Background: an optimization exercise with open tools, aiming at small area and a short achievable clock period. Do not read the settings as production practice.
In this exercise RTL edits were held to simulation tests only and were not proved equivalent to the original.
No driver is modelled on the clock port, so clocking that relies on it looks cheaper here than on a real chip.
Power figures rest on the tool's default switching activity, not on a simulated workload.

$ cat flow/config.mk
export PLATFORM = sky130hd
export DESIGN_NAME = keyed_permutation
export DESIGN_NICKNAME = keyed_permutation
export VERILOG_FILES = /design/flow/design.v
export SDC_FILE = /design/flow/constraint.sdc
export NUM_CORES = 4
export LEC_CHECK = 0
export ABC_AREA = 1
export CAP_MARGIN = 20
export CORE_MARGIN = 2
export CORE_UTILIZATION = 65
export SLEW_MARGIN = 20
export SYNTH_HIERARCHICAL = 1
export SYNTH_MINIMUM_KEEP_SIZE = 0
$ cat flow/constraint.sdc
create_clock -name core_clock -period 300.0 [get_ports {i_clk}]
set_input_delay 60.0000 -clock core_clock [delete_from_list [all_inputs] [get_ports {i_clk}]]
set_output_delay 60.0000 -clock core_clock [all_outputs]
set_load 0.01 [all_outputs]
$ cat flow/design.v
module kp_swap (
    input wire a,
    input wire b,
    input wire c,
    input wire cn,
    output wire ya,
    output wire yb
    );
assign ya = ~((c | a) & (cn | b));
assign yb = ~((c | b) & (cn | a));
endmodule
module kp_ctl (
    input wire inv,
    input wire invn,
    input wire tf,
    input wire ti,
    output wire c,
    output wire cn
    );
assign cn = ~((inv | tf) & (invn | ti));
assign c = ~cn;
endmodule
module keyed_permutation #(
    parameter UNIT_WIDTH = 1
    )(
    input wire i_clk,
    input wire [16*UNIT_WIDTH-1:0] i_dat,
    input wire [16*INDEX_WIDTH-1:0] i_key,
    input wire i_inverse,
    output reg [16*UNIT_WIDTH-1:0] o_dat
    );
localparam INDEX_WIDTH = 4;
reg [48:0] key_r;
always @(posedge i_clk) key_r <= i_key[48:0];
reg [14:0] t0;
integer v0;
always @* begin
    t0 = 0;
    for (v0 = 0; v0 < 16; v0 = v0 + 1)
        if (key_r[3:0] == v0)
            t0 = ~({15{1'b1}} << (v0 % 16));
end
reg [13:0] t1;
integer v1;
always @* begin
    t1 = 0;
    for (v1 = 0; v1 < 16; v1 = v1 + 1)
        if (key_r[7:4] == v1)
            t1 = ~({14{1'b1}} << (v1 % 15));
end
reg [12:0] t2;
integer v2;
always @* begin
    t2 = 0;
    for (v2 = 0; v2 < 16; v2 = v2 + 1)
        if (key_r[11:8] == v2)
            t2 = ~({13{1'b1}} << (v2 % 14));
end
reg [11:0] t3;
integer v3;
always @* begin
    t3 = 0;
    for (v3 = 0; v3 < 16; v3 = v3 + 1)
        if (key_r[15:12] == v3)
            t3 = ~({12{1'b1}} << (v3 % 13));
end
reg [10:0] t4;
integer v4;
always @* begin
    t4 = 0;
    for (v4 = 0; v4 < 16; v4 = v4 + 1)
        if (key_r[19:16] == v4)
            t4 = ~({11{1'b1}} << (v4 % 12));
end
reg [9:0] t5;
integer v5;
always @* begin
    t5 = 0;
    for (v5 = 0; v5 < 16; v5 = v5 + 1)
        if (key_r[23:20] == v5)
            t5 = ~({10{1'b1}} << (v5 % 11));
end
reg [8:0] t6;
integer v6;
always @* begin
    t6 = 0;
    for (v6 = 0; v6 < 16; v6 = v6 + 1)
        if (key_r[27:24] == v6)
            t6 = ~({9{1'b1}} << (v6 % 10));
end
reg [7:0] t7;
integer v7;
always @* begin
    t7 = 0;
    for (v7 = 0; v7 < 16; v7 = v7 + 1)
        if (key_r[31:28] == v7)
            t7 = ~({8{1'b1}} << (v7 % 9));
end
reg [6:0] t8;
integer v8;
always @* begin
    t8 = 0;
    for (v8 = 0; v8 < 8; v8 = v8 + 1)
        if (key_r[34:32] == v8)
            t8 = ~({7{1'b1}} << (v8 % 8));
end
reg [5:0] t9;
integer v9;
always @* begin
    t9 = 0;
    for (v9 = 0; v9 < 8; v9 = v9 + 1)
        if (key_r[37:35] == v9)
            t9 = ~({6{1'b1}} << (v9 % 7));
end
reg [4:0] t10;
integer v10;
always @* begin
    t10 = 0;
    for (v10 = 0; v10 < 8; v10 = v10 + 1)
        if (key_r[40:38] == v10)
            t10 = ~({5{1'b1}} << (v10 % 6));
end
reg [3:0] t11;
integer v11;
always @* begin
    t11 = 0;
    for (v11 = 0; v11 < 8; v11 = v11 + 1)
        if (key_r[43:41] == v11)
            t11 = ~({4{1'b1}} << (v11 % 5));
end
reg [2:0] t12;
integer v12;
always @* begin
    t12 = 0;
    for (v12 = 0; v12 < 4; v12 = v12 + 1)
        if (key_r[45:44] == v12)
            t12 = ~({3{1'b1}} << (v12 % 4));
end
reg [1:0] t13;
integer v13;
always @* begin
    t13 = 0;
    for (v13 = 0; v13 < 4; v13 = v13 + 1)
        if (key_r[47:46] == v13)
            t13 = ~({2{1'b1}} << (v13 % 3));
end
reg [0:0] t14;
integer v14;
always @* begin
    t14 = 0;
    for (v14 = 0; v14 < 2; v14 = v14 + 1)
        if (key_r[48:48] == v14)
            t14 = ~({1{1'b1}} << (v14 % 2));
end
wire invn = ~i_inverse;
wire d0_14, d0_15;
wire c0_14, cn0_14;
kp_ctl u_c0_14 (.inv(i_inverse), .invn(invn), .tf(t0[14]), .ti(t14[0]), .c(c0_14), .cn(cn0_14));
kp_swap u_s0_14 (.a(i_dat[14]), .b(i_dat[15]), .c(c0_14), .cn(cn0_14), .ya(d0_14), .yb(d0_15));
wire d1_13, d1_14;
wire c1_13, cn1_13;
kp_ctl u_c1_13 (.inv(i_inverse), .invn(invn), .tf(t0[13]), .ti(t13[0]), .c(c1_13), .cn(cn1_13));
kp_swap u_s1_13 (.a(i_dat[13]), .b((~d0_14)), .c(c1_13), .cn(cn1_13), .ya(d1_13), .yb(d1_14));
wire d2_12, d2_13;
wire c2_12, cn2_12;
kp_ctl u_c2_12 (.inv(i_inverse), .invn(invn), .tf(t0[12]), .ti(t12[0]), .c(c2_12), .cn(cn2_12));
kp_swap u_s2_12 (.a((~i_dat[12])), .b(d1_13), .c(c2_12), .cn(cn2_12), .ya(d2_12), .yb(d2_13));
wire d2_14, d2_15;
wire c2_14, cn2_14;
kp_ctl u_c2_14 (.inv(i_inverse), .invn(invn), .tf(t1[13]), .ti(t13[1]), .c(c2_14), .cn(cn2_14));
kp_swap u_s2_14 (.a(d1_14), .b(d0_15), .c(c2_14), .cn(cn2_14), .ya(d2_14), .yb(d2_15));
wire d3_11, d3_12;
wire c3_11, cn3_11;
kp_ctl u_c3_11 (.inv(i_inverse), .invn(invn), .tf(t0[11]), .ti(t11[0]), .c(c3_11), .cn(cn3_11));
kp_swap u_s3_11 (.a(i_dat[11]), .b(d2_12), .c(c3_11), .cn(cn3_11), .ya(d3_11), .yb(d3_12));
wire d3_13, d3_14;
wire c3_13, cn3_13;
kp_ctl u_c3_13 (.inv(i_inverse), .invn(invn), .tf(t1[12]), .ti(t12[1]), .c(c3_13), .cn(cn3_13));
kp_swap u_s3_13 (.a(d2_13), .b(d2_14), .c(c3_13), .cn(cn3_13), .ya(d3_13), .yb(d3_14));
wire d4_10, d4_11;
wire c4_10, cn4_10;
kp_ctl u_c4_10 (.inv(i_inverse), .invn(invn), .tf(t0[10]), .ti(t10[0]), .c(c4_10), .cn(cn4_10));
kp_swap u_s4_10 (.a((~i_dat[10])), .b(d3_11), .c(c4_10), .cn(cn4_10), .ya(d4_10), .yb(d4_11));
wire d4_12, d4_13;
wire c4_12, cn4_12;
kp_ctl u_c4_12 (.inv(i_inverse), .invn(invn), .tf(t1[11]), .ti(t11[1]), .c(c4_12), .cn(cn4_12));
kp_swap u_s4_12 (.a(d3_12), .b(d3_13), .c(c4_12), .cn(cn4_12), .ya(d4_12), .yb(d4_13));
wire d4_14, d4_15;
wire c4_14, cn4_14;
kp_ctl u_c4_14 (.inv(i_inverse), .invn(invn), .tf(t2[12]), .ti(t12[2]), .c(c4_14), .cn(cn4_14));
kp_swap u_s4_14 (.a(d3_14), .b((~d2_15)), .c(c4_14), .cn(cn4_14), .ya(d4_14), .yb(d4_15));
wire d5_9, d5_10;
wire c5_9, cn5_9;
kp_ctl u_c5_9 (.inv(i_inverse), .invn(invn), .tf(t0[9]), .ti(t9[0]), .c(c5_9), .cn(cn5_9));
kp_swap u_s5_9 (.a(i_dat[9]), .b(d4_10), .c(c5_9), .cn(cn5_9), .ya(d5_9), .yb(d5_10));
wire d5_11, d5_12;
wire c5_11, cn5_11;
kp_ctl u_c5_11 (.inv(i_inverse), .invn(invn), .tf(t1[10]), .ti(t10[1]), .c(c5_11), .cn(cn5_11));
kp_swap u_s5_11 (.a(d4_11), .b(d4_12), .c(c5_11), .cn(cn5_11), .ya(d5_11), .yb(d5_12));
wire d5_13, d5_14;
wire c5_13, cn5_13;
kp_ctl u_c5_13 (.inv(i_inverse), .invn(invn), .tf(t2[11]), .ti(t11[2]), .c(c5_13), .cn(cn5_13));
kp_swap u_s5_13 (.a(d4_13), .b(d4_14), .c(c5_13), .cn(cn5_13), .ya(d5_13), .yb(d5_14));
wire d6_8, d6_9;
wire c6_8, cn6_8;
kp_ctl u_c6_8 (.inv(i_inverse), .invn(invn), .tf(t0[8]), .ti(t8[0]), .c(c6_8), .cn(cn6_8));
kp_swap u_s6_8 (.a((~i_dat[8])), .b(d5_9), .c(c6_8), .cn(cn6_8), .ya(d6_8), .yb(d6_9));
wire d6_10, d6_11;
wire c6_10, cn6_10;
kp_ctl u_c6_10 (.inv(i_inverse), .invn(invn), .tf(t1[9]), .ti(t9[1]), .c(c6_10), .cn(cn6_10));
kp_swap u_s6_10 (.a(d5_10), .b(d5_11), .c(c6_10), .cn(cn6_10), .ya(d6_10), .yb(d6_11));
wire d6_12, d6_13;
wire c6_12, cn6_12;
kp_ctl u_c6_12 (.inv(i_inverse), .invn(invn), .tf(t2[10]), .ti(t10[2]), .c(c6_12), .cn(cn6_12));
kp_swap u_s6_12 (.a(d5_12), .b(d5_13), .c(c6_12), .cn(cn6_12), .ya(d6_12), .yb(d6_13));
wire d6_14, d6_15;
wire c6_14, cn6_14;
kp_ctl u_c6_14 (.inv(i_inverse), .invn(invn), .tf(t3[11]), .ti(t11[3]), .c(c6_14), .cn(cn6_14));
kp_swap u_s6_14 (.a(d5_14), .b((~d4_15)), .c(c6_14), .cn(cn6_14), .ya(d6_14), .yb(d6_15));
wire d7_7, d7_8;
wire c7_7, cn7_7;
kp_ctl u_c7_7 (.inv(i_inverse), .invn(invn), .tf(t0[7]), .ti(t7[0]), .c(c7_7), .cn(cn7_7));
kp_swap u_s7_7 (.a(i_dat[7]), .b(d6_8), .c(c7_7), .cn(cn7_7), .ya(d7_7), .yb(d7_8));
wire d7_9, d7_10;
wire c7_9, cn7_9;
kp_ctl u_c7_9 (.inv(i_inverse), .invn(invn), .tf(t1[8]), .ti(t8[1]), .c(c7_9), .cn(cn7_9));
kp_swap u_s7_9 (.a(d6_9), .b(d6_10), .c(c7_9), .cn(cn7_9), .ya(d7_9), .yb(d7_10));
wire d7_11, d7_12;
wire c7_11, cn7_11;
kp_ctl u_c7_11 (.inv(i_inverse), .invn(invn), .tf(t2[9]), .ti(t9[2]), .c(c7_11), .cn(cn7_11));
kp_swap u_s7_11 (.a(d6_11), .b(d6_12), .c(c7_11), .cn(cn7_11), .ya(d7_11), .yb(d7_12));
wire d7_13, d7_14;
wire c7_13, cn7_13;
kp_ctl u_c7_13 (.inv(i_inverse), .invn(invn), .tf(t3[10]), .ti(t10[3]), .c(c7_13), .cn(cn7_13));
kp_swap u_s7_13 (.a(d6_13), .b(d6_14), .c(c7_13), .cn(cn7_13), .ya(d7_13), .yb(d7_14));
wire d8_6, d8_7;
wire c8_6, cn8_6;
kp_ctl u_c8_6 (.inv(i_inverse), .invn(invn), .tf(t0[6]), .ti(t6[0]), .c(c8_6), .cn(cn8_6));
kp_swap u_s8_6 (.a((~i_dat[6])), .b(d7_7), .c(c8_6), .cn(cn8_6), .ya(d8_6), .yb(d8_7));
wire d8_8, d8_9;
wire c8_8, cn8_8;
kp_ctl u_c8_8 (.inv(i_inverse), .invn(invn), .tf(t1[7]), .ti(t7[1]), .c(c8_8), .cn(cn8_8));
kp_swap u_s8_8 (.a(d7_8), .b(d7_9), .c(c8_8), .cn(cn8_8), .ya(d8_8), .yb(d8_9));
wire d8_10, d8_11;
wire c8_10, cn8_10;
kp_ctl u_c8_10 (.inv(i_inverse), .invn(invn), .tf(t2[8]), .ti(t8[2]), .c(c8_10), .cn(cn8_10));
kp_swap u_s8_10 (.a(d7_10), .b(d7_11), .c(c8_10), .cn(cn8_10), .ya(d8_10), .yb(d8_11));
wire d8_12, d8_13;
wire c8_12, cn8_12;
kp_ctl u_c8_12 (.inv(i_inverse), .invn(invn), .tf(t3[9]), .ti(t9[3]), .c(c8_12), .cn(cn8_12));
kp_swap u_s8_12 (.a(d7_12), .b(d7_13), .c(c8_12), .cn(cn8_12), .ya(d8_12), .yb(d8_13));
wire d8_14, d8_15;
wire c8_14, cn8_14;
kp_ctl u_c8_14 (.inv(i_inverse), .invn(invn), .tf(t4[10]), .ti(t10[4]), .c(c8_14), .cn(cn8_14));
kp_swap u_s8_14 (.a(d7_14), .b((~d6_15)), .c(c8_14), .cn(cn8_14), .ya(d8_14), .yb(d8_15));
wire d9_5, d9_6;
wire c9_5, cn9_5;
kp_ctl u_c9_5 (.inv(i_inverse), .invn(invn), .tf(t0[5]), .ti(t5[0]), .c(c9_5), .cn(cn9_5));
kp_swap u_s9_5 (.a(i_dat[5]), .b(d8_6), .c(c9_5), .cn(cn9_5), .ya(d9_5), .yb(d9_6));
wire d9_7, d9_8;
wire c9_7, cn9_7;
kp_ctl u_c9_7 (.inv(i_inverse), .invn(invn), .tf(t1[6]), .ti(t6[1]), .c(c9_7), .cn(cn9_7));
kp_swap u_s9_7 (.a(d8_7), .b(d8_8), .c(c9_7), .cn(cn9_7), .ya(d9_7), .yb(d9_8));
wire d9_9, d9_10;
wire c9_9, cn9_9;
kp_ctl u_c9_9 (.inv(i_inverse), .invn(invn), .tf(t2[7]), .ti(t7[2]), .c(c9_9), .cn(cn9_9));
kp_swap u_s9_9 (.a(d8_9), .b(d8_10), .c(c9_9), .cn(cn9_9), .ya(d9_9), .yb(d9_10));
wire d9_11, d9_12;
wire c9_11, cn9_11;
kp_ctl u_c9_11 (.inv(i_inverse), .invn(invn), .tf(t3[8]), .ti(t8[3]), .c(c9_11), .cn(cn9_11));
kp_swap u_s9_11 (.a(d8_11), .b(d8_12), .c(c9_11), .cn(cn9_11), .ya(d9_11), .yb(d9_12));
wire d9_13, d9_14;
wire c9_13, cn9_13;
kp_ctl u_c9_13 (.inv(i_inverse), .invn(invn), .tf(t4[9]), .ti(t9[4]), .c(c9_13), .cn(cn9_13));
kp_swap u_s9_13 (.a(d8_13), .b(d8_14), .c(c9_13), .cn(cn9_13), .ya(d9_13), .yb(d9_14));
wire d10_4, d10_5;
wire c10_4, cn10_4;
kp_ctl u_c10_4 (.inv(i_inverse), .invn(invn), .tf(t0[4]), .ti(t4[0]), .c(c10_4), .cn(cn10_4));
kp_swap u_s10_4 (.a((~i_dat[4])), .b(d9_5), .c(c10_4), .cn(cn10_4), .ya(d10_4), .yb(d10_5));
wire d10_6, d10_7;
wire c10_6, cn10_6;
kp_ctl u_c10_6 (.inv(i_inverse), .invn(invn), .tf(t1[5]), .ti(t5[1]), .c(c10_6), .cn(cn10_6));
kp_swap u_s10_6 (.a(d9_6), .b(d9_7), .c(c10_6), .cn(cn10_6), .ya(d10_6), .yb(d10_7));
wire d10_8, d10_9;
wire c10_8, cn10_8;
kp_ctl u_c10_8 (.inv(i_inverse), .invn(invn), .tf(t2[6]), .ti(t6[2]), .c(c10_8), .cn(cn10_8));
kp_swap u_s10_8 (.a(d9_8), .b(d9_9), .c(c10_8), .cn(cn10_8), .ya(d10_8), .yb(d10_9));
wire d10_10, d10_11;
wire c10_10, cn10_10;
kp_ctl u_c10_10 (.inv(i_inverse), .invn(invn), .tf(t3[7]), .ti(t7[3]), .c(c10_10), .cn(cn10_10));
kp_swap u_s10_10 (.a(d9_10), .b(d9_11), .c(c10_10), .cn(cn10_10), .ya(d10_10), .yb(d10_11));
wire d10_12, d10_13;
wire c10_12, cn10_12;
kp_ctl u_c10_12 (.inv(i_inverse), .invn(invn), .tf(t4[8]), .ti(t8[4]), .c(c10_12), .cn(cn10_12));
kp_swap u_s10_12 (.a(d9_12), .b(d9_13), .c(c10_12), .cn(cn10_12), .ya(d10_12), .yb(d10_13));
wire d10_14, d10_15;
wire c10_14, cn10_14;
kp_ctl u_c10_14 (.inv(i_inverse), .invn(invn), .tf(t5[9]), .ti(t9[5]), .c(c10_14), .cn(cn10_14));
kp_swap u_s10_14 (.a(d9_14), .b((~d8_15)), .c(c10_14), .cn(cn10_14), .ya(d10_14), .yb(d10_15));
wire d11_3, d11_4;
wire c11_3, cn11_3;
kp_ctl u_c11_3 (.inv(i_inverse), .invn(invn), .tf(t0[3]), .ti(t3[0]), .c(c11_3), .cn(cn11_3));
kp_swap u_s11_3 (.a(i_dat[3]), .b(d10_4), .c(c11_3), .cn(cn11_3), .ya(d11_3), .yb(d11_4));
wire d11_5, d11_6;
wire c11_5, cn11_5;
kp_ctl u_c11_5 (.inv(i_inverse), .invn(invn), .tf(t1[4]), .ti(t4[1]), .c(c11_5), .cn(cn11_5));
kp_swap u_s11_5 (.a(d10_5), .b(d10_6), .c(c11_5), .cn(cn11_5), .ya(d11_5), .yb(d11_6));
wire d11_7, d11_8;
wire c11_7, cn11_7;
kp_ctl u_c11_7 (.inv(i_inverse), .invn(invn), .tf(t2[5]), .ti(t5[2]), .c(c11_7), .cn(cn11_7));
kp_swap u_s11_7 (.a(d10_7), .b(d10_8), .c(c11_7), .cn(cn11_7), .ya(d11_7), .yb(d11_8));
wire d11_9, d11_10;
wire c11_9, cn11_9;
kp_ctl u_c11_9 (.inv(i_inverse), .invn(invn), .tf(t3[6]), .ti(t6[3]), .c(c11_9), .cn(cn11_9));
kp_swap u_s11_9 (.a(d10_9), .b(d10_10), .c(c11_9), .cn(cn11_9), .ya(d11_9), .yb(d11_10));
wire d11_11, d11_12;
wire c11_11, cn11_11;
kp_ctl u_c11_11 (.inv(i_inverse), .invn(invn), .tf(t4[7]), .ti(t7[4]), .c(c11_11), .cn(cn11_11));
kp_swap u_s11_11 (.a(d10_11), .b(d10_12), .c(c11_11), .cn(cn11_11), .ya(d11_11), .yb(d11_12));
wire d11_13, d11_14;
wire c11_13, cn11_13;
kp_ctl u_c11_13 (.inv(i_inverse), .invn(invn), .tf(t5[8]), .ti(t8[5]), .c(c11_13), .cn(cn11_13));
kp_swap u_s11_13 (.a(d10_13), .b(d10_14), .c(c11_13), .cn(cn11_13), .ya(d11_13), .yb(d11_14));
wire d12_2, d12_3;
wire c12_2, cn12_2;
kp_ctl u_c12_2 (.inv(i_inverse), .invn(invn), .tf(t0[2]), .ti(t2[0]), .c(c12_2), .cn(cn12_2));
kp_swap u_s12_2 (.a((~i_dat[2])), .b(d11_3), .c(c12_2), .cn(cn12_2), .ya(d12_2), .yb(d12_3));
wire d12_4, d12_5;
wire c12_4, cn12_4;
kp_ctl u_c12_4 (.inv(i_inverse), .invn(invn), .tf(t1[3]), .ti(t3[1]), .c(c12_4), .cn(cn12_4));
kp_swap u_s12_4 (.a(d11_4), .b(d11_5), .c(c12_4), .cn(cn12_4), .ya(d12_4), .yb(d12_5));
wire d12_6, d12_7;
wire c12_6, cn12_6;
kp_ctl u_c12_6 (.inv(i_inverse), .invn(invn), .tf(t2[4]), .ti(t4[2]), .c(c12_6), .cn(cn12_6));
kp_swap u_s12_6 (.a(d11_6), .b(d11_7), .c(c12_6), .cn(cn12_6), .ya(d12_6), .yb(d12_7));
wire d12_8, d12_9;
wire c12_8, cn12_8;
kp_ctl u_c12_8 (.inv(i_inverse), .invn(invn), .tf(t3[5]), .ti(t5[3]), .c(c12_8), .cn(cn12_8));
kp_swap u_s12_8 (.a(d11_8), .b(d11_9), .c(c12_8), .cn(cn12_8), .ya(d12_8), .yb(d12_9));
wire d12_10, d12_11;
wire c12_10, cn12_10;
kp_ctl u_c12_10 (.inv(i_inverse), .invn(invn), .tf(t4[6]), .ti(t6[4]), .c(c12_10), .cn(cn12_10));
kp_swap u_s12_10 (.a(d11_10), .b(d11_11), .c(c12_10), .cn(cn12_10), .ya(d12_10), .yb(d12_11));
wire d12_12, d12_13;
wire c12_12, cn12_12;
kp_ctl u_c12_12 (.inv(i_inverse), .invn(invn), .tf(t5[7]), .ti(t7[5]), .c(c12_12), .cn(cn12_12));
kp_swap u_s12_12 (.a(d11_12), .b(d11_13), .c(c12_12), .cn(cn12_12), .ya(d12_12), .yb(d12_13));
wire d12_14, d12_15;
wire c12_14, cn12_14;
kp_ctl u_c12_14 (.inv(i_inverse), .invn(invn), .tf(t6[8]), .ti(t8[6]), .c(c12_14), .cn(cn12_14));
kp_swap u_s12_14 (.a(d11_14), .b((~d10_15)), .c(c12_14), .cn(cn12_14), .ya(d12_14), .yb(d12_15));
wire d13_1, d13_2;
wire c13_1, cn13_1;
kp_ctl u_c13_1 (.inv(i_inverse), .invn(invn), .tf(t0[1]), .ti(t1[0]), .c(c13_1), .cn(cn13_1));
kp_swap u_s13_1 (.a(i_dat[1]), .b(d12_2), .c(c13_1), .cn(cn13_1), .ya(d13_1), .yb(d13_2));
wire d13_3, d13_4;
wire c13_3, cn13_3;
kp_ctl u_c13_3 (.inv(i_inverse), .invn(invn), .tf(t1[2]), .ti(t2[1]), .c(c13_3), .cn(cn13_3));
kp_swap u_s13_3 (.a(d12_3), .b(d12_4), .c(c13_3), .cn(cn13_3), .ya(d13_3), .yb(d13_4));
wire d13_5, d13_6;
wire c13_5, cn13_5;
kp_ctl u_c13_5 (.inv(i_inverse), .invn(invn), .tf(t2[3]), .ti(t3[2]), .c(c13_5), .cn(cn13_5));
kp_swap u_s13_5 (.a(d12_5), .b(d12_6), .c(c13_5), .cn(cn13_5), .ya(d13_5), .yb(d13_6));
wire d13_7, d13_8;
wire c13_7, cn13_7;
kp_ctl u_c13_7 (.inv(i_inverse), .invn(invn), .tf(t3[4]), .ti(t4[3]), .c(c13_7), .cn(cn13_7));
kp_swap u_s13_7 (.a(d12_7), .b(d12_8), .c(c13_7), .cn(cn13_7), .ya(d13_7), .yb(d13_8));
wire d13_9, d13_10;
wire c13_9, cn13_9;
kp_ctl u_c13_9 (.inv(i_inverse), .invn(invn), .tf(t4[5]), .ti(t5[4]), .c(c13_9), .cn(cn13_9));
kp_swap u_s13_9 (.a(d12_9), .b(d12_10), .c(c13_9), .cn(cn13_9), .ya(d13_9), .yb(d13_10));
wire d13_11, d13_12;
wire c13_11, cn13_11;
kp_ctl u_c13_11 (.inv(i_inverse), .invn(invn), .tf(t5[6]), .ti(t6[5]), .c(c13_11), .cn(cn13_11));
kp_swap u_s13_11 (.a(d12_11), .b(d12_12), .c(c13_11), .cn(cn13_11), .ya(d13_11), .yb(d13_12));
wire d13_13, d13_14;
wire c13_13, cn13_13;
kp_ctl u_c13_13 (.inv(i_inverse), .invn(invn), .tf(t6[7]), .ti(t7[6]), .c(c13_13), .cn(cn13_13));
kp_swap u_s13_13 (.a(d12_13), .b(d12_14), .c(c13_13), .cn(cn13_13), .ya(d13_13), .yb(d13_14));
wire d14_0, d14_1;
kp_swap u_s14_0 (.a((~i_dat[0])), .b(d13_1), .c(t0[0]), .cn((~t0[0])), .ya(d14_0), .yb(d14_1));
wire d14_2, d14_3;
kp_swap u_s14_2 (.a(d13_2), .b(d13_3), .c(t1[1]), .cn((~t1[1])), .ya(d14_2), .yb(d14_3));
wire d14_4, d14_5;
kp_swap u_s14_4 (.a(d13_4), .b(d13_5), .c(t2[2]), .cn((~t2[2])), .ya(d14_4), .yb(d14_5));
wire d14_6, d14_7;
kp_swap u_s14_6 (.a(d13_6), .b(d13_7), .c(t3[3]), .cn((~t3[3])), .ya(d14_6), .yb(d14_7));
wire d14_8, d14_9;
kp_swap u_s14_8 (.a(d13_8), .b(d13_9), .c(t4[4]), .cn((~t4[4])), .ya(d14_8), .yb(d14_9));
wire d14_10, d14_11;
kp_swap u_s14_10 (.a(d13_10), .b(d13_11), .c(t5[5]), .cn((~t5[5])), .ya(d14_10), .yb(d14_11));
wire d14_12, d14_13;
kp_swap u_s14_12 (.a(d13_12), .b(d13_13), .c(t6[6]), .cn((~t6[6])), .ya(d14_12), .yb(d14_13));
wire d14_14, d14_15;
kp_swap u_s14_14 (.a(d13_14), .b((~d12_15)), .c(t7[7]), .cn((~t7[7])), .ya(d14_14), .yb(d14_15));
wire d15_1, d15_2;
wire c15_1, cn15_1;
kp_ctl u_c15_1 (.inv(i_inverse), .invn(invn), .tf(t1[0]), .ti(t0[1]), .c(c15_1), .cn(cn15_1));
kp_swap u_s15_1 (.a(d14_1), .b(d14_2), .c(c15_1), .cn(cn15_1), .ya(d15_1), .yb(d15_2));
wire d15_3, d15_4;
wire c15_3, cn15_3;
kp_ctl u_c15_3 (.inv(i_inverse), .invn(invn), .tf(t2[1]), .ti(t1[2]), .c(c15_3), .cn(cn15_3));
kp_swap u_s15_3 (.a(d14_3), .b(d14_4), .c(c15_3), .cn(cn15_3), .ya(d15_3), .yb(d15_4));
wire d15_5, d15_6;
wire c15_5, cn15_5;
kp_ctl u_c15_5 (.inv(i_inverse), .invn(invn), .tf(t3[2]), .ti(t2[3]), .c(c15_5), .cn(cn15_5));
kp_swap u_s15_5 (.a(d14_5), .b(d14_6), .c(c15_5), .cn(cn15_5), .ya(d15_5), .yb(d15_6));
wire d15_7, d15_8;
wire c15_7, cn15_7;
kp_ctl u_c15_7 (.inv(i_inverse), .invn(invn), .tf(t4[3]), .ti(t3[4]), .c(c15_7), .cn(cn15_7));
kp_swap u_s15_7 (.a(d14_7), .b(d14_8), .c(c15_7), .cn(cn15_7), .ya(d15_7), .yb(d15_8));
wire d15_9, d15_10;
wire c15_9, cn15_9;
kp_ctl u_c15_9 (.inv(i_inverse), .invn(invn), .tf(t5[4]), .ti(t4[5]), .c(c15_9), .cn(cn15_9));
kp_swap u_s15_9 (.a(d14_9), .b(d14_10), .c(c15_9), .cn(cn15_9), .ya(d15_9), .yb(d15_10));
wire d15_11, d15_12;
wire c15_11, cn15_11;
kp_ctl u_c15_11 (.inv(i_inverse), .invn(invn), .tf(t6[5]), .ti(t5[6]), .c(c15_11), .cn(cn15_11));
kp_swap u_s15_11 (.a(d14_11), .b(d14_12), .c(c15_11), .cn(cn15_11), .ya(d15_11), .yb(d15_12));
wire d15_13, d15_14;
wire c15_13, cn15_13;
kp_ctl u_c15_13 (.inv(i_inverse), .invn(invn), .tf(t7[6]), .ti(t6[7]), .c(c15_13), .cn(cn15_13));
kp_swap u_s15_13 (.a(d14_13), .b(d14_14), .c(c15_13), .cn(cn15_13), .ya(d15_13), .yb(d15_14));
wire d16_2, d16_3;
wire c16_2, cn16_2;
kp_ctl u_c16_2 (.inv(i_inverse), .invn(invn), .tf(t2[0]), .ti(t0[2]), .c(c16_2), .cn(cn16_2));
kp_swap u_s16_2 (.a(d15_2), .b(d15_3), .c(c16_2), .cn(cn16_2), .ya(d16_2), .yb(d16_3));
wire d16_4, d16_5;
wire c16_4, cn16_4;
kp_ctl u_c16_4 (.inv(i_inverse), .invn(invn), .tf(t3[1]), .ti(t1[3]), .c(c16_4), .cn(cn16_4));
kp_swap u_s16_4 (.a(d15_4), .b(d15_5), .c(c16_4), .cn(cn16_4), .ya(d16_4), .yb(d16_5));
wire d16_6, d16_7;
wire c16_6, cn16_6;
kp_ctl u_c16_6 (.inv(i_inverse), .invn(invn), .tf(t4[2]), .ti(t2[4]), .c(c16_6), .cn(cn16_6));
kp_swap u_s16_6 (.a(d15_6), .b(d15_7), .c(c16_6), .cn(cn16_6), .ya(d16_6), .yb(d16_7));
wire d16_8, d16_9;
wire c16_8, cn16_8;
kp_ctl u_c16_8 (.inv(i_inverse), .invn(invn), .tf(t5[3]), .ti(t3[5]), .c(c16_8), .cn(cn16_8));
kp_swap u_s16_8 (.a(d15_8), .b(d15_9), .c(c16_8), .cn(cn16_8), .ya(d16_8), .yb(d16_9));
wire d16_10, d16_11;
wire c16_10, cn16_10;
kp_ctl u_c16_10 (.inv(i_inverse), .invn(invn), .tf(t6[4]), .ti(t4[6]), .c(c16_10), .cn(cn16_10));
kp_swap u_s16_10 (.a(d15_10), .b(d15_11), .c(c16_10), .cn(cn16_10), .ya(d16_10), .yb(d16_11));
wire d16_12, d16_13;
wire c16_12, cn16_12;
kp_ctl u_c16_12 (.inv(i_inverse), .invn(invn), .tf(t7[5]), .ti(t5[7]), .c(c16_12), .cn(cn16_12));
kp_swap u_s16_12 (.a(d15_12), .b(d15_13), .c(c16_12), .cn(cn16_12), .ya(d16_12), .yb(d16_13));
wire d16_14, d16_15;
wire c16_14, cn16_14;
kp_ctl u_c16_14 (.inv(i_inverse), .invn(invn), .tf(t8[6]), .ti(t6[8]), .c(c16_14), .cn(cn16_14));
kp_swap u_s16_14 (.a(d15_14), .b((~d14_15)), .c(c16_14), .cn(cn16_14), .ya(d16_14), .yb(d16_15));
wire d17_3, d17_4;
wire c17_3, cn17_3;
kp_ctl u_c17_3 (.inv(i_inverse), .invn(invn), .tf(t3[0]), .ti(t0[3]), .c(c17_3), .cn(cn17_3));
kp_swap u_s17_3 (.a(d16_3), .b(d16_4), .c(c17_3), .cn(cn17_3), .ya(d17_3), .yb(d17_4));
wire d17_5, d17_6;
wire c17_5, cn17_5;
kp_ctl u_c17_5 (.inv(i_inverse), .invn(invn), .tf(t4[1]), .ti(t1[4]), .c(c17_5), .cn(cn17_5));
kp_swap u_s17_5 (.a(d16_5), .b(d16_6), .c(c17_5), .cn(cn17_5), .ya(d17_5), .yb(d17_6));
wire d17_7, d17_8;
wire c17_7, cn17_7;
kp_ctl u_c17_7 (.inv(i_inverse), .invn(invn), .tf(t5[2]), .ti(t2[5]), .c(c17_7), .cn(cn17_7));
kp_swap u_s17_7 (.a(d16_7), .b(d16_8), .c(c17_7), .cn(cn17_7), .ya(d17_7), .yb(d17_8));
wire d17_9, d17_10;
wire c17_9, cn17_9;
kp_ctl u_c17_9 (.inv(i_inverse), .invn(invn), .tf(t6[3]), .ti(t3[6]), .c(c17_9), .cn(cn17_9));
kp_swap u_s17_9 (.a(d16_9), .b(d16_10), .c(c17_9), .cn(cn17_9), .ya(d17_9), .yb(d17_10));
wire d17_11, d17_12;
wire c17_11, cn17_11;
kp_ctl u_c17_11 (.inv(i_inverse), .invn(invn), .tf(t7[4]), .ti(t4[7]), .c(c17_11), .cn(cn17_11));
kp_swap u_s17_11 (.a(d16_11), .b(d16_12), .c(c17_11), .cn(cn17_11), .ya(d17_11), .yb(d17_12));
wire d17_13, d17_14;
wire c17_13, cn17_13;
kp_ctl u_c17_13 (.inv(i_inverse), .invn(invn), .tf(t8[5]), .ti(t5[8]), .c(c17_13), .cn(cn17_13));
kp_swap u_s17_13 (.a(d16_13), .b(d16_14), .c(c17_13), .cn(cn17_13), .ya(d17_13), .yb(d17_14));
wire d18_4, d18_5;
wire c18_4, cn18_4;
kp_ctl u_c18_4 (.inv(i_inverse), .invn(invn), .tf(t4[0]), .ti(t0[4]), .c(c18_4), .cn(cn18_4));
kp_swap u_s18_4 (.a(d17_4), .b(d17_5), .c(c18_4), .cn(cn18_4), .ya(d18_4), .yb(d18_5));
wire d18_6, d18_7;
wire c18_6, cn18_6;
kp_ctl u_c18_6 (.inv(i_inverse), .invn(invn), .tf(t5[1]), .ti(t1[5]), .c(c18_6), .cn(cn18_6));
kp_swap u_s18_6 (.a(d17_6), .b(d17_7), .c(c18_6), .cn(cn18_6), .ya(d18_6), .yb(d18_7));
wire d18_8, d18_9;
wire c18_8, cn18_8;
kp_ctl u_c18_8 (.inv(i_inverse), .invn(invn), .tf(t6[2]), .ti(t2[6]), .c(c18_8), .cn(cn18_8));
kp_swap u_s18_8 (.a(d17_8), .b(d17_9), .c(c18_8), .cn(cn18_8), .ya(d18_8), .yb(d18_9));
wire d18_10, d18_11;
wire c18_10, cn18_10;
kp_ctl u_c18_10 (.inv(i_inverse), .invn(invn), .tf(t7[3]), .ti(t3[7]), .c(c18_10), .cn(cn18_10));
kp_swap u_s18_10 (.a(d17_10), .b(d17_11), .c(c18_10), .cn(cn18_10), .ya(d18_10), .yb(d18_11));
wire d18_12, d18_13;
wire c18_12, cn18_12;
kp_ctl u_c18_12 (.inv(i_inverse), .invn(invn), .tf(t8[4]), .ti(t4[8]), .c(c18_12), .cn(cn18_12));
kp_swap u_s18_12 (.a(d17_12), .b(d17_13), .c(c18_12), .cn(cn18_12), .ya(d18_12), .yb(d18_13));
wire d18_14, d18_15;
wire c18_14, cn18_14;
kp_ctl u_c18_14 (.inv(i_inverse), .invn(invn), .tf(t9[5]), .ti(t5[9]), .c(c18_14), .cn(cn18_14));
kp_swap u_s18_14 (.a(d17_14), .b((~d16_15)), .c(c18_14), .cn(cn18_14), .ya(d18_14), .yb(d18_15));
wire d19_5, d19_6;
wire c19_5, cn19_5;
kp_ctl u_c19_5 (.inv(i_inverse), .invn(invn), .tf(t5[0]), .ti(t0[5]), .c(c19_5), .cn(cn19_5));
kp_swap u_s19_5 (.a(d18_5), .b(d18_6), .c(c19_5), .cn(cn19_5), .ya(d19_5), .yb(d19_6));
wire d19_7, d19_8;
wire c19_7, cn19_7;
kp_ctl u_c19_7 (.inv(i_inverse), .invn(invn), .tf(t6[1]), .ti(t1[6]), .c(c19_7), .cn(cn19_7));
kp_swap u_s19_7 (.a(d18_7), .b(d18_8), .c(c19_7), .cn(cn19_7), .ya(d19_7), .yb(d19_8));
wire d19_9, d19_10;
wire c19_9, cn19_9;
kp_ctl u_c19_9 (.inv(i_inverse), .invn(invn), .tf(t7[2]), .ti(t2[7]), .c(c19_9), .cn(cn19_9));
kp_swap u_s19_9 (.a(d18_9), .b(d18_10), .c(c19_9), .cn(cn19_9), .ya(d19_9), .yb(d19_10));
wire d19_11, d19_12;
wire c19_11, cn19_11;
kp_ctl u_c19_11 (.inv(i_inverse), .invn(invn), .tf(t8[3]), .ti(t3[8]), .c(c19_11), .cn(cn19_11));
kp_swap u_s19_11 (.a(d18_11), .b(d18_12), .c(c19_11), .cn(cn19_11), .ya(d19_11), .yb(d19_12));
wire d19_13, d19_14;
wire c19_13, cn19_13;
kp_ctl u_c19_13 (.inv(i_inverse), .invn(invn), .tf(t9[4]), .ti(t4[9]), .c(c19_13), .cn(cn19_13));
kp_swap u_s19_13 (.a(d18_13), .b(d18_14), .c(c19_13), .cn(cn19_13), .ya(d19_13), .yb(d19_14));
wire d20_6, d20_7;
wire c20_6, cn20_6;
kp_ctl u_c20_6 (.inv(i_inverse), .invn(invn), .tf(t6[0]), .ti(t0[6]), .c(c20_6), .cn(cn20_6));
kp_swap u_s20_6 (.a(d19_6), .b(d19_7), .c(c20_6), .cn(cn20_6), .ya(d20_6), .yb(d20_7));
wire d20_8, d20_9;
wire c20_8, cn20_8;
kp_ctl u_c20_8 (.inv(i_inverse), .invn(invn), .tf(t7[1]), .ti(t1[7]), .c(c20_8), .cn(cn20_8));
kp_swap u_s20_8 (.a(d19_8), .b(d19_9), .c(c20_8), .cn(cn20_8), .ya(d20_8), .yb(d20_9));
wire d20_10, d20_11;
wire c20_10, cn20_10;
kp_ctl u_c20_10 (.inv(i_inverse), .invn(invn), .tf(t8[2]), .ti(t2[8]), .c(c20_10), .cn(cn20_10));
kp_swap u_s20_10 (.a(d19_10), .b(d19_11), .c(c20_10), .cn(cn20_10), .ya(d20_10), .yb(d20_11));
wire d20_12, d20_13;
wire c20_12, cn20_12;
kp_ctl u_c20_12 (.inv(i_inverse), .invn(invn), .tf(t9[3]), .ti(t3[9]), .c(c20_12), .cn(cn20_12));
kp_swap u_s20_12 (.a(d19_12), .b(d19_13), .c(c20_12), .cn(cn20_12), .ya(d20_12), .yb(d20_13));
wire d20_14, d20_15;
wire c20_14, cn20_14;
kp_ctl u_c20_14 (.inv(i_inverse), .invn(invn), .tf(t10[4]), .ti(t4[10]), .c(c20_14), .cn(cn20_14));
kp_swap u_s20_14 (.a(d19_14), .b((~d18_15)), .c(c20_14), .cn(cn20_14), .ya(d20_14), .yb(d20_15));
wire d21_7, d21_8;
wire c21_7, cn21_7;
kp_ctl u_c21_7 (.inv(i_inverse), .invn(invn), .tf(t7[0]), .ti(t0[7]), .c(c21_7), .cn(cn21_7));
kp_swap u_s21_7 (.a(d20_7), .b(d20_8), .c(c21_7), .cn(cn21_7), .ya(d21_7), .yb(d21_8));
wire d21_9, d21_10;
wire c21_9, cn21_9;
kp_ctl u_c21_9 (.inv(i_inverse), .invn(invn), .tf(t8[1]), .ti(t1[8]), .c(c21_9), .cn(cn21_9));
kp_swap u_s21_9 (.a(d20_9), .b(d20_10), .c(c21_9), .cn(cn21_9), .ya(d21_9), .yb(d21_10));
wire d21_11, d21_12;
wire c21_11, cn21_11;
kp_ctl u_c21_11 (.inv(i_inverse), .invn(invn), .tf(t9[2]), .ti(t2[9]), .c(c21_11), .cn(cn21_11));
kp_swap u_s21_11 (.a(d20_11), .b(d20_12), .c(c21_11), .cn(cn21_11), .ya(d21_11), .yb(d21_12));
wire d21_13, d21_14;
wire c21_13, cn21_13;
kp_ctl u_c21_13 (.inv(i_inverse), .invn(invn), .tf(t10[3]), .ti(t3[10]), .c(c21_13), .cn(cn21_13));
kp_swap u_s21_13 (.a(d20_13), .b(d20_14), .c(c21_13), .cn(cn21_13), .ya(d21_13), .yb(d21_14));
wire d22_8, d22_9;
wire c22_8, cn22_8;
kp_ctl u_c22_8 (.inv(i_inverse), .invn(invn), .tf(t8[0]), .ti(t0[8]), .c(c22_8), .cn(cn22_8));
kp_swap u_s22_8 (.a(d21_8), .b(d21_9), .c(c22_8), .cn(cn22_8), .ya(d22_8), .yb(d22_9));
wire d22_10, d22_11;
wire c22_10, cn22_10;
kp_ctl u_c22_10 (.inv(i_inverse), .invn(invn), .tf(t9[1]), .ti(t1[9]), .c(c22_10), .cn(cn22_10));
kp_swap u_s22_10 (.a(d21_10), .b(d21_11), .c(c22_10), .cn(cn22_10), .ya(d22_10), .yb(d22_11));
wire d22_12, d22_13;
wire c22_12, cn22_12;
kp_ctl u_c22_12 (.inv(i_inverse), .invn(invn), .tf(t10[2]), .ti(t2[10]), .c(c22_12), .cn(cn22_12));
kp_swap u_s22_12 (.a(d21_12), .b(d21_13), .c(c22_12), .cn(cn22_12), .ya(d22_12), .yb(d22_13));
wire d22_14, d22_15;
wire c22_14, cn22_14;
kp_ctl u_c22_14 (.inv(i_inverse), .invn(invn), .tf(t11[3]), .ti(t3[11]), .c(c22_14), .cn(cn22_14));
kp_swap u_s22_14 (.a(d21_14), .b((~d20_15)), .c(c22_14), .cn(cn22_14), .ya(d22_14), .yb(d22_15));
wire d23_9, d23_10;
wire c23_9, cn23_9;
kp_ctl u_c23_9 (.inv(i_inverse), .invn(invn), .tf(t9[0]), .ti(t0[9]), .c(c23_9), .cn(cn23_9));
kp_swap u_s23_9 (.a(d22_9), .b(d22_10), .c(c23_9), .cn(cn23_9), .ya(d23_9), .yb(d23_10));
wire d23_11, d23_12;
wire c23_11, cn23_11;
kp_ctl u_c23_11 (.inv(i_inverse), .invn(invn), .tf(t10[1]), .ti(t1[10]), .c(c23_11), .cn(cn23_11));
kp_swap u_s23_11 (.a(d22_11), .b(d22_12), .c(c23_11), .cn(cn23_11), .ya(d23_11), .yb(d23_12));
wire d23_13, d23_14;
wire c23_13, cn23_13;
kp_ctl u_c23_13 (.inv(i_inverse), .invn(invn), .tf(t11[2]), .ti(t2[11]), .c(c23_13), .cn(cn23_13));
kp_swap u_s23_13 (.a(d22_13), .b(d22_14), .c(c23_13), .cn(cn23_13), .ya(d23_13), .yb(d23_14));
wire d24_10, d24_11;
wire c24_10, cn24_10;
kp_ctl u_c24_10 (.inv(i_inverse), .invn(invn), .tf(t10[0]), .ti(t0[10]), .c(c24_10), .cn(cn24_10));
kp_swap u_s24_10 (.a(d23_10), .b(d23_11), .c(c24_10), .cn(cn24_10), .ya(d24_10), .yb(d24_11));
wire d24_12, d24_13;
wire c24_12, cn24_12;
kp_ctl u_c24_12 (.inv(i_inverse), .invn(invn), .tf(t11[1]), .ti(t1[11]), .c(c24_12), .cn(cn24_12));
kp_swap u_s24_12 (.a(d23_12), .b(d23_13), .c(c24_12), .cn(cn24_12), .ya(d24_12), .yb(d24_13));
wire d24_14, d24_15;
wire c24_14, cn24_14;
kp_ctl u_c24_14 (.inv(i_inverse), .invn(invn), .tf(t12[2]), .ti(t2[12]), .c(c24_14), .cn(cn24_14));
kp_swap u_s24_14 (.a(d23_14), .b((~d22_15)), .c(c24_14), .cn(cn24_14), .ya(d24_14), .yb(d24_15));
wire d25_11, d25_12;
wire c25_11, cn25_11;
kp_ctl u_c25_11 (.inv(i_inverse), .invn(invn), .tf(t11[0]), .ti(t0[11]), .c(c25_11), .cn(cn25_11));
kp_swap u_s25_11 (.a(d24_11), .b(d24_12), .c(c25_11), .cn(cn25_11), .ya(d25_11), .yb(d25_12));
wire d25_13, d25_14;
wire c25_13, cn25_13;
kp_ctl u_c25_13 (.inv(i_inverse), .invn(invn), .tf(t12[1]), .ti(t1[12]), .c(c25_13), .cn(cn25_13));
kp_swap u_s25_13 (.a(d24_13), .b(d24_14), .c(c25_13), .cn(cn25_13), .ya(d25_13), .yb(d25_14));
wire d26_12, d26_13;
wire c26_12, cn26_12;
kp_ctl u_c26_12 (.inv(i_inverse), .invn(invn), .tf(t12[0]), .ti(t0[12]), .c(c26_12), .cn(cn26_12));
kp_swap u_s26_12 (.a(d25_12), .b(d25_13), .c(c26_12), .cn(cn26_12), .ya(d26_12), .yb(d26_13));
wire d26_14, d26_15;
wire c26_14, cn26_14;
kp_ctl u_c26_14 (.inv(i_inverse), .invn(invn), .tf(t13[1]), .ti(t1[13]), .c(c26_14), .cn(cn26_14));
kp_swap u_s26_14 (.a(d25_14), .b((~d24_15)), .c(c26_14), .cn(cn26_14), .ya(d26_14), .yb(d26_15));
wire d27_13, d27_14;
wire c27_13, cn27_13;
kp_ctl u_c27_13 (.inv(i_inverse), .invn(invn), .tf(t13[0]), .ti(t0[13]), .c(c27_13), .cn(cn27_13));
kp_swap u_s27_13 (.a(d26_13), .b(d26_14), .c(c27_13), .cn(cn27_13), .ya(d27_13), .yb(d27_14));
wire d28_14, d28_15;
wire c28_14, cn28_14;
kp_ctl u_c28_14 (.inv(i_inverse), .invn(invn), .tf(t14[0]), .ti(t0[14]), .c(c28_14), .cn(cn28_14));
kp_swap u_s28_14 (.a(d27_14), .b((~d26_15)), .c(c28_14), .cn(cn28_14), .ya(d28_14), .yb(d28_15));
wire [15:0] res = {d28_15, d28_14, ~d27_13, d26_12, ~d25_11, d24_10, ~d23_9, d22_8, ~d21_7, d20_6, ~d19_5, d18_4, ~d17_3, d16_2, ~d15_1, d14_0};
always @(posedge i_clk)
    o_dat <= res;
endmodule
$ cat flow/flow/run.sh
#!/bin/bash
# Layout flow: the standard ORFS flow, with these changes:
#  - synthesis maps with an area-oriented ABC script (flow/abc_map.script)
#  - ports are buffered with the smallest buffer (sky130_fd_sc_hd__buf_1)
#  - the clock tree is built from clkbuf_8 cells, without dummy loads
#  - after clock tree synthesis, input pins are swapped for speed (flow/post_cts.tcl)
# Each tool's output goes to a log file of its own in this folder.
set -euo pipefail
W=$PWD
F=$W/flow
# synthesis script: the standard flow's, with every abc call using our ABC script
{
  echo 'proc abc {args} {'
  echo '  set i [lsearch -exact $args -script]'
  echo "  if {\$i >= 0} { lset args [expr {\$i + 1}] $F/abc_map.script }"
  echo '  yosys abc {*}$args'
  echo '}'
  cat $W/synth_recipe.tcl
} > $W/flow_synth.tcl
# the make command of standard.sh, with our synthesis script
MK=$(grep -m1 '^make ' $W/standard.sh | sed "s|SYNTH_SCRIPT=[^ ]*|SYNTH_SCRIPT=$W/flow_synth.tcl|; s|\"\${@:-finish}\"||")
export BUFFER_PORTS_ARGS="-buffer_cell sky130_fd_sc_hd__buf_1"
export POST_CTS_TCL="$F/post_cts.tcl"
export CTS_ARGS="-sink_clustering_enable -repair_clock_nets -dont_use_dummy_load -buf_list sky130_fd_sc_hd__clkbuf_8 -sink_clustering_size 12 -sink_clustering_max_diameter 50"
eval "$MK finish" > $W/flow_make.log 2>&1
R=$(echo "$MK" | sed -E 's|.*WORK_HOME=([^ ]*).*|\1|')/results/$FLOW_PLATFORM/keyed_permutation/base
: # left out here: write the final layout as DEF
$ cat flow/flow/abc_map.script
strash
&get -n
&deepsyn -T 5
&put
dch
amap -m
topo
$ cat flow/flow/post_cts.tcl
# Sourced by ORFS's cts.tcl after clock tree synthesis (POST_CTS_TCL).
# Swap the commutative input pins of cells so that late signals use the
# faster pins. The margin only makes every path a candidate for the swaps;
# no cell is added, removed or resized.
estimate_parasitics -placement
repair_timing -setup -setup_margin 240 -sequence swap,buffer \
  -skip_gate_cloning -skip_size_down -skip_buffer_removal \
  -skip_last_gasp -skip_vt_swap -skip_crit_vt_swap -verbose
report_design_area
report_worst_slack -max
$ cat flow/standard.sh
#!/bin/bash
# synth_recipe.tcl (not shown) runs the flow's synth.tcl, then flattens the netlist and writes it again
# the make line also repeats each setting of config.mk as NAME=value (left out here)
make -C /OpenROAD-flow-scripts/flow DESIGN_CONFIG=/design/flow/config.mk WORK_HOME=/design/flow/orfs CLKGATE_MAP_FILE= SYNTH_SCRIPT=/design/flow/synth_recipe.tcl "${@:-finish}"
==> impl_metrics.csv, run 1 <==
group,metric,value,unit
yosys,yosysTopAreaCellShare,0.443,
placed_design,io_buffers,82,
placed_design,place.detailed.instances,951,
run_status,status,"stopped before the end",
yosys,post_synth_xor_area_fraction,0,
yosys,synthAdderAreaFrac,0.00251,
clock_network,tritoncts_num_sinks,65,
placed_design,hpwlAfterDp,11700,um
yosys,synth_seq_cells,65,
yosys,synth_top_area_cell,"sky130_fd_sc_hd__o22ai_1",
floorplan,ios,98,
floorplan,num_rows,31,
floorplan,die_width,91.5,um
yosys,synth.net_count,854,
yosys,synth_compound_gate_area_share,0.500,
yosys,syn-instance-count,771,
yosys,yosys-mux-area-fraction,0,
yosys,synth_top_family_by_area,"compound AO/OA/AOI/OAI gates",
run_status,lastStage,"global routing (5_1_grt)",
placed_design,dpl_cell_area,5420,um^2
yosys,post_synth_and_or_nand_nor_area_fraction,0.0874,
yosys,sequential_cell_area_fraction_in_the_yosys_report,0.261,
yosys,syn_avg_cell_area,6.46,um^2
placed_design,place.gp.congestion,0.945,
yosys,mappedNetlistArea,4980,um^2
floorplan,floorplan.initialDensity,0.679,
floorplan,die_h,91.5,um
yosys,synth_top_cells_by_area,"sky130_fd_sc_hd__o22ai_1 (44%), sky130_fd_sc_hd__dfxtp_1 (26%), sky130_fd_sc_hd__clkinv_1 (15%)",
yosys,synth_warnings,7,
yosys,synth_cell_types,19,
run_status,tool.error,"[ERROR DRT-0073] No access point for rebuffer139/A (sky130_fd_sc_hd__buf_4).",
## Yosys stat by module (local to each module, per instance)
| module | cells | flops+latches | copies in the design | area, um^2 |
|---|---|---|---|---|
| keyed_permutation | 307 | 65 | 1 | 2360 |
| kp_swap | 2 | 0 | 120 | 12.5 |
| kp_ctl | 2 | 0 | 112 | 10.0 |
## worst min-delay path by stage
stage,startpoint,end,slack [ns],depth (start not counted)
after detailed placement,key_r[48],o_dat[15],0.62,3
after global placement,key_r[0],o_dat[0],0.62,3
after floorplan,key_r[0],o_dat[0],0.57,3
## power groups by stage
| stage | Clock (uW) | Sequential [uW] | Combinational, uW |
|---|---|---|---|
| global placement | 0 | 10.1 | 13.1 |
| detailed placement | 0 | 10.2 | 13.6 |
| floorplan | 0 | 10.4 | 10.1 |
## per-stage QoR
step	worst slack (ns)	util
floorplan	232.64	-
global placement	233.12	0.739
detailed placement	232.96	0.739
## Yosys cell counts
cell / number
sky130_fd_sc_hd__ha_1: 1
sky130_fd_sc_hd__nor2_1: 49
sky130_fd_sc_hd__buf_1: 3
sky130_fd_sc_hd__and3_1: 1
sky130_fd_sc_hd__or3_1: 1
sky130_fd_sc_hd__and2_0: 1
sky130_fd_sc_hd__nor4_1: 3
sky130_fd_sc_hd__nor3_1: 8
sky130_fd_sc_hd__o22ai_1: 353
sky130_fd_sc_hd__or2_0: 7
sky130_fd_sc_hd__o21ai_0: 31
sky130_fd_sc_hd__nor2b_1: 4
sky130_fd_sc_hd__dfxtp_1: 65
sky130_fd_sc_hd__nand2_1: 24
sky130_fd_sc_hd__o21a_1: 3
sky130_fd_sc_hd__o31ai_1: 3
sky130_fd_sc_hd__a21oi_1: 16
sky130_fd_sc_hd__nand3_1: 3
sky130_fd_sc_hd__clkinv_1: 195
## cell families after synthesis
group,count (synthesis)
AO/OA/AOI/OAI,406
flip-flops,65
adder cells (fa/ha/maj),1
AND/OR/NAND/NOR,101
buffers and inverters,198
==> run 2, diff against run 1 <==
--- a/flow/flow/post_cts.tcl
+++ b/flow/flow/post_cts.tcl
@@ -4,6 +4,6 @@
 # no cell is added, removed or resized.
 estimate_parasitics -placement
-repair_timing -setup -setup_margin 240 -sequence swap,buffer \
-  -skip_gate_cloning -skip_size_down -skip_buffer_removal \
+repair_timing -setup -setup_margin 240 -sequence swap \
+  -skip_gate_cloning -skip_size_down -skip_buffering -skip_buffer_removal \
   -skip_last_gasp -skip_vt_swap -skip_crit_vt_swap -verbose
 report_design_area
==> impl_metrics.csv, run 2 <==
group,metric,value,unit
yosys,syn-instance-count,771,
global_routing,grt_pass1_vias,5514,
worst_setup_path,r2r_start,"key_r[3]",
sta,relSlewSlack,0.357,
yosys,synth.net_count,854,
floorplan,die_area,8380,um^2
detailed_routing,drc,0,
floorplan,num_rows,31,
detailed_routing,detailedRoute.firstIterationViolations,582,
sta,achievable-frequency,0.0150,GHz
placed_design,hpwlAfterDp,11700,um
detailed_routing,dr_wl_met3,1580,um
detailed_routing,topRoutingLayerUsed,"met4",
worst_hold_path,min_path_cells,3,
worst_setup_path,reg2reg_to,"o_dat[15]",
global_routing,antenna_found_initial,0,
cells_and_area,num-nets-final,946,
global_routing,grt_max_degree,75,
sta,final-max-slew-violation-count,0,
clock_network,tritoncts_num_sinks,65,
cells_and_area,largest-register,"key_r",
yosys,synth_enable_flop_cells,0,
yosys,synth_async_sr_flop_share,0,
cells_and_area,antenna_cells_inserted,0,
power_and_ir_drop,ir_drop,0.00343,mV
floorplan,floorplan.initialDensity,0.679,
cells_and_area,largestRegisters,"key_r x49, o_dat x16",
clock_network,cts_tree,"built",
sta,worst_clock_skew,0.0201,ns
yosys,yosysMostFrequentCell,"sky130_fd_sc_hd__o22ai_1",
cells_and_area,commonest_non_fill_non_tap_cells_in_the_layout,"sky130_fd_sc_hd__o22ai_1 (353), sky130_fd_sc_hd__clkinv_1 (194), sky130_fd_sc_hd__buf_1 (81), sky130_fd_sc_hd__dfxtp_1 (65), sky130_fd_sc_hd__nor2_1 (49)",
yosys,yosysTopAreaCellShare,0.443,
power_and_ir_drop,p_leak,0.00175,uW
yosys,ys.flop_type,"sky130_fd_sc_hd__dfxtp_1",
global_routing,total_routing_usage_reported_by_global_routing,0.349,
global_routing,grt_residual_overflow,0,
global_routing,grt_first_pass_wirelength,23700,um
clock_network,clk_pin_slew,0.08,ns
detailed_routing,routed-wl-met2,6870,um
cells_and_area,final_area,5540,um^2
sta,fin_worst_hold_slack,0.635,ns
cells_and_area,largest_register_ff_count,49,
cells_and_area,drive_above_1_share,0.0151,
yosys,synth_top_area_cell,"sky130_fd_sc_hd__o22ai_1",
sta,final.period_utilization,0.222,
yosys,post_synth_most_frequent_cells,"sky130_fd_sc_hd__o22ai_1 (353), sky130_fd_sc_hd__clkinv_1 (195), sky130_fd_sc_hd__dfxtp_1 (65)",
detailed_routing,firstDrtPassIters,8,
worst_setup_path,cp-endpoint,"o_dat[15]",
sta,max_slew.worst_pin.slew,0.954,ns
worst_setup_path,crit_path_frequent_cell,"sky130_fd_sc_hd__o22ai_1",
detailed_routing,wire_per_inst,15.7,um
worst_setup_path,worst-endpoint-arrival,66.93,ns
yosys,synth_cell_types,19,
run_status,status,"no timing/DRC/antenna violations",
worst_setup_path,crit_required,300.23,ns
worst_setup_path,rrSetupSlack,292.78,ns
detailed_routing,detail_route.wirelength.met1,5930,um
worst_setup_path,critical_path_capture_point_type,"flip-flop",
worst_setup_path,slowest_stage,"sky130_fd_sc_hd__clkbuf_4",
sta,final-setup-viol-count,0,
clock_network,worstSkewPairLatency,0.35,ns
floorplan,die_width,91.5,um
yosys,mappedNetlistArea,4980,um^2
worst_hold_path,hold_path_class,"reg -> reg",
worst_setup_path,timing_worst_setup_path_type,"in -> reg",
cells_and_area,area_added_between_synthesis_and_finish,11.3,%
floorplan,ios,98,
floorplan,die_h,91.5,um
cells_and_area,final.fill_count,606,
detailed_routing,vias,6396,
detailed_routing,total_detailed_routing_wirelength,15100,um
sta,hold_violations,0,
detailed_routing,route.detailed.vias_per_inst,6.66,
yosys,synth_seq_cells,65,
run,drv_cap,0,
yosys,sequential_cell_area_fraction_in_the_yosys_report,0.261,
sta,min_period,66.69,ns
worst_setup_path,crit_path_start_kind,"input pin",
worst_setup_path,timing.critical_path.fanout_max,47,
power_and_ir_drop,pwr_density_cell,5.36,nW/um^2
yosys,synth_top_cells_by_area,"sky130_fd_sc_hd__o22ai_1 (44%), sky130_fd_sc_hd__dfxtp_1 (26%), sky130_fd_sc_hd__clkinv_1 (15%)",
sta,finalSetupTns,0,ns
yosys,syn_avg_cell_area,6.46,um^2
floorplan,coreArea,7330,um^2
yosys,synth_warnings,7,
placed_design,dpl_cell_area,5420,um^2
detailed_routing,ant_nets,0,
cells_and_area,final_util,0.756,
cells_and_area,commonest_non_fill_non_tap_cell_in_the_layout,"sky130_fd_sc_hd__o22ai_1",
worst_setup_path,reg2reg_depth,35,
placed_design,place.gp.congestion,0.945,
sta,rsz_0062_raised_after_global_routing,"no",
worst_setup_path,cpPeakStageDelay,0.44,ns
placed_design,io_buffers,82,
worst_setup_path,worstSetupStartpoint,"i_inverse",
power_and_ir_drop,total_power,29.7,uW
-- run 2: kinds of logic (layout without fill, tap and decap cells) --
kind of cell	count (synthesis)	count (layout)	synth area share
adder cells (fa/ha/maj)	1	1	0.00251
AO/OA/AOI/OAI	406	406	0.500
flip-flops	65	65	0.261
AND/OR/NAND/NOR	101	101	0.0874
buffers and inverters	198	288	0.149
-- run 2: power by group --
| group | leakage (uW) | internal (uW) | switching [uW] |
|---|---|---|---|
| clock | 0.0000647 | 2.67 | 2.93 |
| combinational | 0.00114 | 5.13 | 9.01 |
| sequential | 0.000548 | 9.57 | 0.427 |
-- run 2: worst min-delay path by stage --
stage | startpoint | to | slack, ns
2_1_floorplan | key_r[0] | o_dat[0] | 0.57
3_3_place_gp | key_r[0] | o_dat[0] | 0.62
3_5_place_dp | key_r[48] | o_dat[15] | 0.62
5_1_grt | key_r[48] | o_dat[15] | 0.70
6_report | key_r[48] | o_dat[15] | 0.64
-- run 2: Yosys stat by module (local to each module, per instance) --
module,flip-flops and latches,copies in the design
keyed_permutation,65,1
kp_ctl,0,112
kp_swap,0,120
-- run 2: final cells by class --
class	instances	area, um^2	share of cell area
Multi-Input combinational cell	508	2940	0.530
Sequential cell	65	1300	0.235
Inverter	195	732	0.132
Timing Repair Buffer	84	327	0.0589
Clock buffer	9	124	0.0223
Tap cell	99	124	0.0223
-- run 2: worst max-delay path, delay by kind of cell --
family / cells / cell delay (ns)
AO/OA/AOI/OAI: 30 / 5.85
buffers and inverters: 4 / 1.06
-- run 2: per-stage QoR --
stage / worst slack [ns] / cells
2_1_floorplan: 232.64 / 771
3_3_place_gp: 233.12 / 951
3_5_place_dp: 232.96 / 951
5_1_grt: 232.67 / 960
6_report: 233.31 / 960
-- run 2: metal layers --
metal  vias up  track usage
met5         -            0
met4         0        0.178
met3        72       0.0714
met2       383        0.583
met1      2788        0.421
li1       3153            -

-- port drivers added, routing unchanged --
The results above use ideal ports. As a check the final layout listed here was re-extracted and re-timed, cells and wires unchanged. Step 1: set_driving_cell puts a clkbuf_16 on i_clk and a buf_2 on each other input, an assumption about the parent block. Step 2, shift: input delay + t, output delay - t, t = (earliest + latest rising clock arrival at the registers) / 2. This alone moves slack from input paths to output paths. a / b / c = no drivers / after step 1 / after step 2; a / b = the first two.
run: run 2
t, ns: 0.372
slack for setup (ns): 233.306 / 233.310 / 232.938
worst setup path after step 2: input to register
After both steps run 2 still meets setup and hold. The setup slack of run 2 moves by +0.004 ns with the drivers and by -0.368 ns with both steps.
